What follows belongs to an exercise in optimizing a design on an open flow for small area; a production flow would make more cautious choices. In this exercise RTL edits were held to simulation tests only and were not proved equivalent to the original. Power figures rest on the tool's default switching activity, not on a simulated workload.

==> indigo <==
==> flow/design.v <==
module rw_solve_1clk
 #(parameter DATA1_LEN = 20, DATA2_LEN = 20, QUEUE_LEN = 64, LOC_WIDTH = 6, OTHER_INFO = 42)
(
    input clk,
    input rst_n,
    input valid_insert,
    input [DATA1_LEN-1:0] data1,
    input [DATA2_LEN-1:0] data2,
    input [OTHER_INFO-1:0] other_info,
    input valid_delete,
    input [LOC_WIDTH-1:0] del_loc_in,
    output reg valid_out,
    output reg [DATA1_LEN-1:0] data1_out,
    output reg [DATA2_LEN-1:0] data2_out,
    output reg [OTHER_INFO-1:0] other_info_out,
    output reg insert_success,
    output reg [LOC_WIDTH-1:0] insert_loc
);
reg [DATA1_LEN-1:0] key1 [0:QUEUE_LEN-1];
reg [DATA2_LEN-1:0] key2 [0:QUEUE_LEN-1];
reg [QUEUE_LEN-1:0] live;
reg [LOC_WIDTH-1:0] head;
reg [LOC_WIDTH:0]   fresh;
reg [LOC_WIDTH-1:0] lhead;
reg [LOC_WIDTH-1:0] ltail;
reg                 lnonempty;
reg                 hlinked;
wire fresh_av = ~fresh[LOC_WIDTH];
wire [QUEUE_LEN-1:0] conflict;
wire [QUEUE_LEN-1:0] sel_head;
wire [QUEUE_LEN-1:0] sel_tail;
wire [QUEUE_LEN-1:0] sel_del;
wire [LOC_WIDTH-1:0] link_bits [0:QUEUE_LEN];
wire grant = valid_insert & ~|conflict;
wire link_wr = valid_delete & (hlinked | lnonempty);
wire [LOC_WIDTH-1:0] head_link = link_bits[QUEUE_LEN];
assign link_bits[0] = {LOC_WIDTH{1'b0}};
genvar gi;
generate
    for (gi = 0; gi < QUEUE_LEN; gi = gi + 1) begin: slot
        assign sel_head[gi] = (head == gi);
        assign sel_tail[gi] = (ltail == gi);
        assign sel_del[gi]  = valid_delete && (del_loc_in == gi);
        assign conflict[gi] = live[gi] && !sel_del[gi] &&
                              ((key1[gi] == data1) || (key2[gi] == data2));
        assign link_bits[gi+1] = link_bits[gi] |
                                 (key1[gi][LOC_WIDTH-1:0] & {LOC_WIDTH{sel_head[gi]}});
        wire wr_link = link_wr && sel_tail[gi];
        wire wr_key = sel_head[gi] && grant;
        wire keep_low = !(wr_link || wr_key);
        always @(posedge clk) begin
            key1[gi][DATA1_LEN-1:LOC_WIDTH] <=
                (data1[DATA1_LEN-1:LOC_WIDTH] & {(DATA1_LEN-LOC_WIDTH){sel_head[gi]}}) |
                (key1[gi][DATA1_LEN-1:LOC_WIDTH] & {(DATA1_LEN-LOC_WIDTH){live[gi]}});
            key2[gi] <= (data2 & {DATA2_LEN{sel_head[gi]}}) | (key2[gi] & {DATA2_LEN{live[gi]}});
            key1[gi][LOC_WIDTH-1:0] <= (del_loc_in & {LOC_WIDTH{wr_link}}) |
                                       (data1[LOC_WIDTH-1:0] & {LOC_WIDTH{wr_key}}) |
                                       (key1[gi][LOC_WIDTH-1:0] & {LOC_WIDTH{keep_low}});
        end
    end
endgenerate
always @(posedge clk) begin
    if (rst_n == 0) begin
        live <= 0;
        head <= 0;
        fresh <= 1;
        lnonempty <= 0;
        hlinked <= 0;
    end else begin
        live <= (live & ~sel_del) | (sel_head & {QUEUE_LEN{grant}});
        if (grant) begin
            if (fresh_av) begin
                head <= fresh[LOC_WIDTH-1:0];
                fresh <= fresh + 1'b1;
            end else if (!hlinked) begin
                head <= lhead;
                hlinked <= 1'b1;
            end else begin
                head <= head_link;
            end
        end
        if (valid_delete) begin
            ltail <= del_loc_in;
            if (!hlinked && !lnonempty) begin
                lhead <= del_loc_in;
                lnonempty <= 1'b1;
            end
        end
    end
end
always @(posedge clk) begin
    valid_out <= rst_n & valid_insert;
    insert_success <= rst_n & grant;
    data1_out <= data1;
    data2_out <= data2;
    other_info_out <= other_info;
    insert_loc <= head;
end
endmodule
==> flow/flow/run.sh <==
#!/bin/bash
# The standard layout (standard.sh) with three changes:
# - synthesis maps the logic with an area-oriented ABC script
#   (flow/abc_area.script) in place of ORFS's delay-oriented abc_speed.script;
#   the Yosys passes, register mapping and names are the standard synthesis's;
# - port buffering uses the smallest buffer, sky130_fd_sc_hd__buf_1 (every
#   input and output port still gets its own buffer);
# - CTS inserts no dummy loads.
set -euo pipefail
W="$(pwd)"
rm -rf "$W/scripts_area"
cp -r "$FLOW_HOME/scripts" "$W/scripts_area"
cp "$W/flow/abc_area.script" "$W/scripts_area/abc_speed.script"
bash "$W/standard.sh" SCRIPTS_DIR="$W/scripts_area" synth > "$W/synth.log" 2>&1
bash "$W/standard.sh" \
  "BUFFER_PORTS_ARGS=-buffer_cell sky130_fd_sc_hd__buf_1" \
  "CTS_ARGS=-sink_clustering_enable -repair_clock_nets -dont_use_dummy_load -sink_clustering_size 30 -sink_clustering_max_diameter 80 -buf_list sky130_fd_sc_hd__clkbuf_16" \
  > "$W/layout.log" 2>&1
==> flow/flow/abc_area.script <==
&get -n
&st
&dch
&nf -a
&st
&syn2
&dch
&nf -a
&st
&dch
&nf -a
&put
==> flow/standard.sh <==
#!/bin/bash
# synth_recipe.tcl (not shown) runs the flow's synth.tcl, then flattens the netlist and writes it again
# the make line also repeats each setting of config.mk as NAME=value (left out here)
make -C /OpenROAD-flow-scripts/flow DESIGN_CONFIG=/design/flow/config.mk WORK_HOME=/design/flow/orfs CLKGATE_MAP_FILE= SYNTH_SCRIPT=/design/flow/synth_recipe.tcl "${@:-finish}"
==> flow/config.mk <==
export PLATFORM = sky130hd
export DESIGN_NAME = rw_solve_1clk
export DESIGN_NICKNAME = rw_solve_1clk
export VERILOG_FILES = /design/flow/design.v
export SDC_FILE = /design/flow/constraint.sdc
export NUM_CORES = 4
export LEC_CHECK = 0
export CAP_MARGIN = 20
export CORE_MARGIN = 2
export CORE_UTILIZATION = 50
export CTS_BUF_LIST = sky130_fd_sc_hd__clkbuf_16
export CTS_CLUSTER_DIAMETER = 80
export CTS_CLUSTER_SIZE = 30
export PLACE_DENSITY = 0.6
export SLEW_MARGIN = 20
==> flow/constraint.sdc <==
create_clock -name core_clock -period 10.0 [get_ports {clk}]
set_input_delay 2.0000 -clock core_clock [delete_from_list [all_inputs] [get_ports {clk}]]
set_output_delay 2.0000 -clock core_clock [all_outputs]
set_load 0.01 [all_outputs]
==> cedar (differences from indigo) <==
--- a/flow/design.v
+++ b/flow/design.v
@@ -26,3 +26,2 @@
 reg                 lnonempty;
-reg                 hlinked;
 wire fresh_av = ~fresh[LOC_WIDTH];
@@ -32,7 +31,7 @@
 wire [QUEUE_LEN-1:0] sel_del;
-wire [LOC_WIDTH-1:0] link_bits [0:QUEUE_LEN];
 wire grant = valid_insert & ~|conflict;
-wire link_wr = valid_delete & (hlinked | lnonempty);
-wire [LOC_WIDTH-1:0] head_link = link_bits[QUEUE_LEN];
-assign link_bits[0] = {LOC_WIDTH{1'b0}};
+wire pop = grant & ~fresh_av;
+wire lsingle = (lhead == ltail);
+wire link_wr = valid_delete & lnonempty;
+wire [LOC_WIDTH-1:0] lnext = key1[lhead][LOC_WIDTH-1:0];
 genvar gi;
@@ -45,15 +44,9 @@
                               ((key1[gi] == data1) || (key2[gi] == data2));
-        assign link_bits[gi+1] = link_bits[gi] |
-                                 (key1[gi][LOC_WIDTH-1:0] & {LOC_WIDTH{sel_head[gi]}});
-        wire wr_link = link_wr && sel_tail[gi];
-        wire wr_key = sel_head[gi] && grant;
-        wire keep_low = !(wr_link || wr_key);
         always @(posedge clk) begin
-            key1[gi][DATA1_LEN-1:LOC_WIDTH] <=
-                (data1[DATA1_LEN-1:LOC_WIDTH] & {(DATA1_LEN-LOC_WIDTH){sel_head[gi]}}) |
-                (key1[gi][DATA1_LEN-1:LOC_WIDTH] & {(DATA1_LEN-LOC_WIDTH){live[gi]}});
-            key2[gi] <= (data2 & {DATA2_LEN{sel_head[gi]}}) | (key2[gi] & {DATA2_LEN{live[gi]}});
-            key1[gi][LOC_WIDTH-1:0] <= (del_loc_in & {LOC_WIDTH{wr_link}}) |
-                                       (data1[LOC_WIDTH-1:0] & {LOC_WIDTH{wr_key}}) |
-                                       (key1[gi][LOC_WIDTH-1:0] & {LOC_WIDTH{keep_low}});
+            if (sel_head[gi]) begin
+                key1[gi] <= data1;
+                key2[gi] <= data2;
+            end else if (link_wr && sel_tail[gi]) begin
+                key1[gi][LOC_WIDTH-1:0] <= del_loc_in;
+            end
         end
@@ -67,3 +60,2 @@
         lnonempty <= 0;
-        hlinked <= 0;
     end else begin
@@ -74,7 +66,4 @@
                 fresh <= fresh + 1'b1;
-            end else if (!hlinked) begin
+            end else begin
                 head <= lhead;
-                hlinked <= 1'b1;
-            end else begin
-                head <= head_link;
             end
@@ -83,6 +72,12 @@
             ltail <= del_loc_in;
-            if (!hlinked && !lnonempty) begin
+            lnonempty <= 1'b1;
+            if (!lnonempty || (pop && lsingle))
                 lhead <= del_loc_in;
-                lnonempty <= 1'b1;
-            end
+            else if (pop)
+                lhead <= lnext;
+        end else if (pop) begin
+            if (lsingle)
+                lnonempty <= 1'b0;
+            else
+                lhead <= lnext;
         end
==> flow/run.sh (new file) <==
#!/bin/bash
# synth_recipe.tcl (not shown) runs the flow's synth.tcl, then flattens the netlist and writes it again
# the make line also repeats each setting of config.mk as NAME=value (left out here)
make -C /OpenROAD-flow-scripts/flow DESIGN_CONFIG=/design/flow/config.mk WORK_HOME=/design/flow/orfs CLKGATE_MAP_FILE= SYNTH_SCRIPT=/design/flow/synth_recipe.tcl finish
--- a/flow/config.mk
+++ b/flow/config.mk
@@ -9,7 +9,7 @@
 export CORE_MARGIN = 2
-export CORE_UTILIZATION = 50
-export CTS_BUF_LIST = sky130_fd_sc_hd__clkbuf_16
-export CTS_CLUSTER_DIAMETER = 80
+export CORE_UTILIZATION = 55
+export CTS_BUF_LIST = sky130_fd_sc_hd__clkbuf_4 sky130_fd_sc_hd__clkbuf_8
+export CTS_CLUSTER_DIAMETER = 50
 export CTS_CLUSTER_SIZE = 30
-export PLACE_DENSITY = 0.6
+export PLACE_DENSITY = 0.65
 export SLEW_MARGIN = 20
removed: flow/flow/run.sh
removed: flow/flow/abc_area.script
removed: flow/standard.sh
==> amber (differences from indigo) <==
--- a/flow/design.v
+++ b/flow/design.v
@@ -49,11 +49,10 @@
         wire wr_key = sel_head[gi] && grant;
-        wire keep_low = !(wr_link || wr_key);
         always @(posedge clk) begin
-            key1[gi][DATA1_LEN-1:LOC_WIDTH] <=
-                (data1[DATA1_LEN-1:LOC_WIDTH] & {(DATA1_LEN-LOC_WIDTH){sel_head[gi]}}) |
-                (key1[gi][DATA1_LEN-1:LOC_WIDTH] & {(DATA1_LEN-LOC_WIDTH){live[gi]}});
-            key2[gi] <= (data2 & {DATA2_LEN{sel_head[gi]}}) | (key2[gi] & {DATA2_LEN{live[gi]}});
-            key1[gi][LOC_WIDTH-1:0] <= (del_loc_in & {LOC_WIDTH{wr_link}}) |
-                                       (data1[LOC_WIDTH-1:0] & {LOC_WIDTH{wr_key}}) |
-                                       (key1[gi][LOC_WIDTH-1:0] & {LOC_WIDTH{keep_low}});
+            if (sel_head[gi]) begin
+                key1[gi][DATA1_LEN-1:LOC_WIDTH] <= data1[DATA1_LEN-1:LOC_WIDTH];
+                key2[gi] <= data2;
+            end
+            if (wr_link || wr_key)
+                key1[gi][LOC_WIDTH-1:0] <= (del_loc_in & {LOC_WIDTH{wr_link}}) |
+                                           (data1[LOC_WIDTH-1:0] & {LOC_WIDTH{wr_key}});
         end
==> flow/run.sh (new file) <==
#!/bin/bash
# synth_recipe.tcl (not shown) runs the flow's synth.tcl, then flattens the netlist and writes it again
# the make line also repeats each setting of config.mk as NAME=value (left out here)
make -C /OpenROAD-flow-scripts/flow DESIGN_CONFIG=/design/flow/config.mk WORK_HOME=/design/flow/orfs CLKGATE_MAP_FILE= SYNTH_SCRIPT=/design/flow/synth_recipe.tcl finish
--- a/flow/config.mk
+++ b/flow/config.mk
@@ -9,3 +9,3 @@
 export CORE_MARGIN = 2
-export CORE_UTILIZATION = 50
+export CORE_UTILIZATION = 70
 export CTS_BUF_LIST = sky130_fd_sc_hd__clkbuf_16
@@ -13,3 +13,3 @@
 export CTS_CLUSTER_SIZE = 30
-export PLACE_DENSITY = 0.6
+export PLACE_DENSITY = 0.8
 export SLEW_MARGIN = 20
removed: flow/flow/run.sh
removed: flow/flow/abc_area.script
removed: flow/standard.sh
==> comparison <==
- Of amber and indigo, amber has the higher sequential power (gap about 6%, measured against indigo).
- The lowest die area belongs to amber, the highest to indigo.
- The highest worst hold slack belongs to amber, the lowest to indigo.
- Synthesized area: amber is higher than indigo (about 6.4%).

static timing again, ports no longer ideal:
In the flow no input, the clock included, has a driving cell. The finished layouts below were timed again as built, in two steps.
Step 1: set_driving_cell puts a clkbuf_16 on clk and a buf_2 on each other input, an assumption about the parent block.
Step 2 also shifts input and output timing later by t, the mid clock arrival at the registers, as if the neighbouring blocks saw the same clock.
Slacks: no drivers / after step 1 / after step 2; pairs: no drivers / after step 1.
| run | shift t [ns] | slack for setup (ns) | slew at the worst register clock pin (ns) |
|---|---|---|---|
| indigo | 0.919 | 2.985 / 3.069 / 2.150 | 0.12 / 0.12 |
| cedar | 1.158 | 2.734 / 2.749 / 1.591 | 0.12 / 0.12 |
| amber | 0.928 | 2.079 / 2.050 / 1.121 | 0.12 / 0.12 |
After both steps setup and hold are still met in every run listed. The setup slack of cedar, which loses most, moves by +0.015 ns with the drivers and by -1.143 ns with both steps.
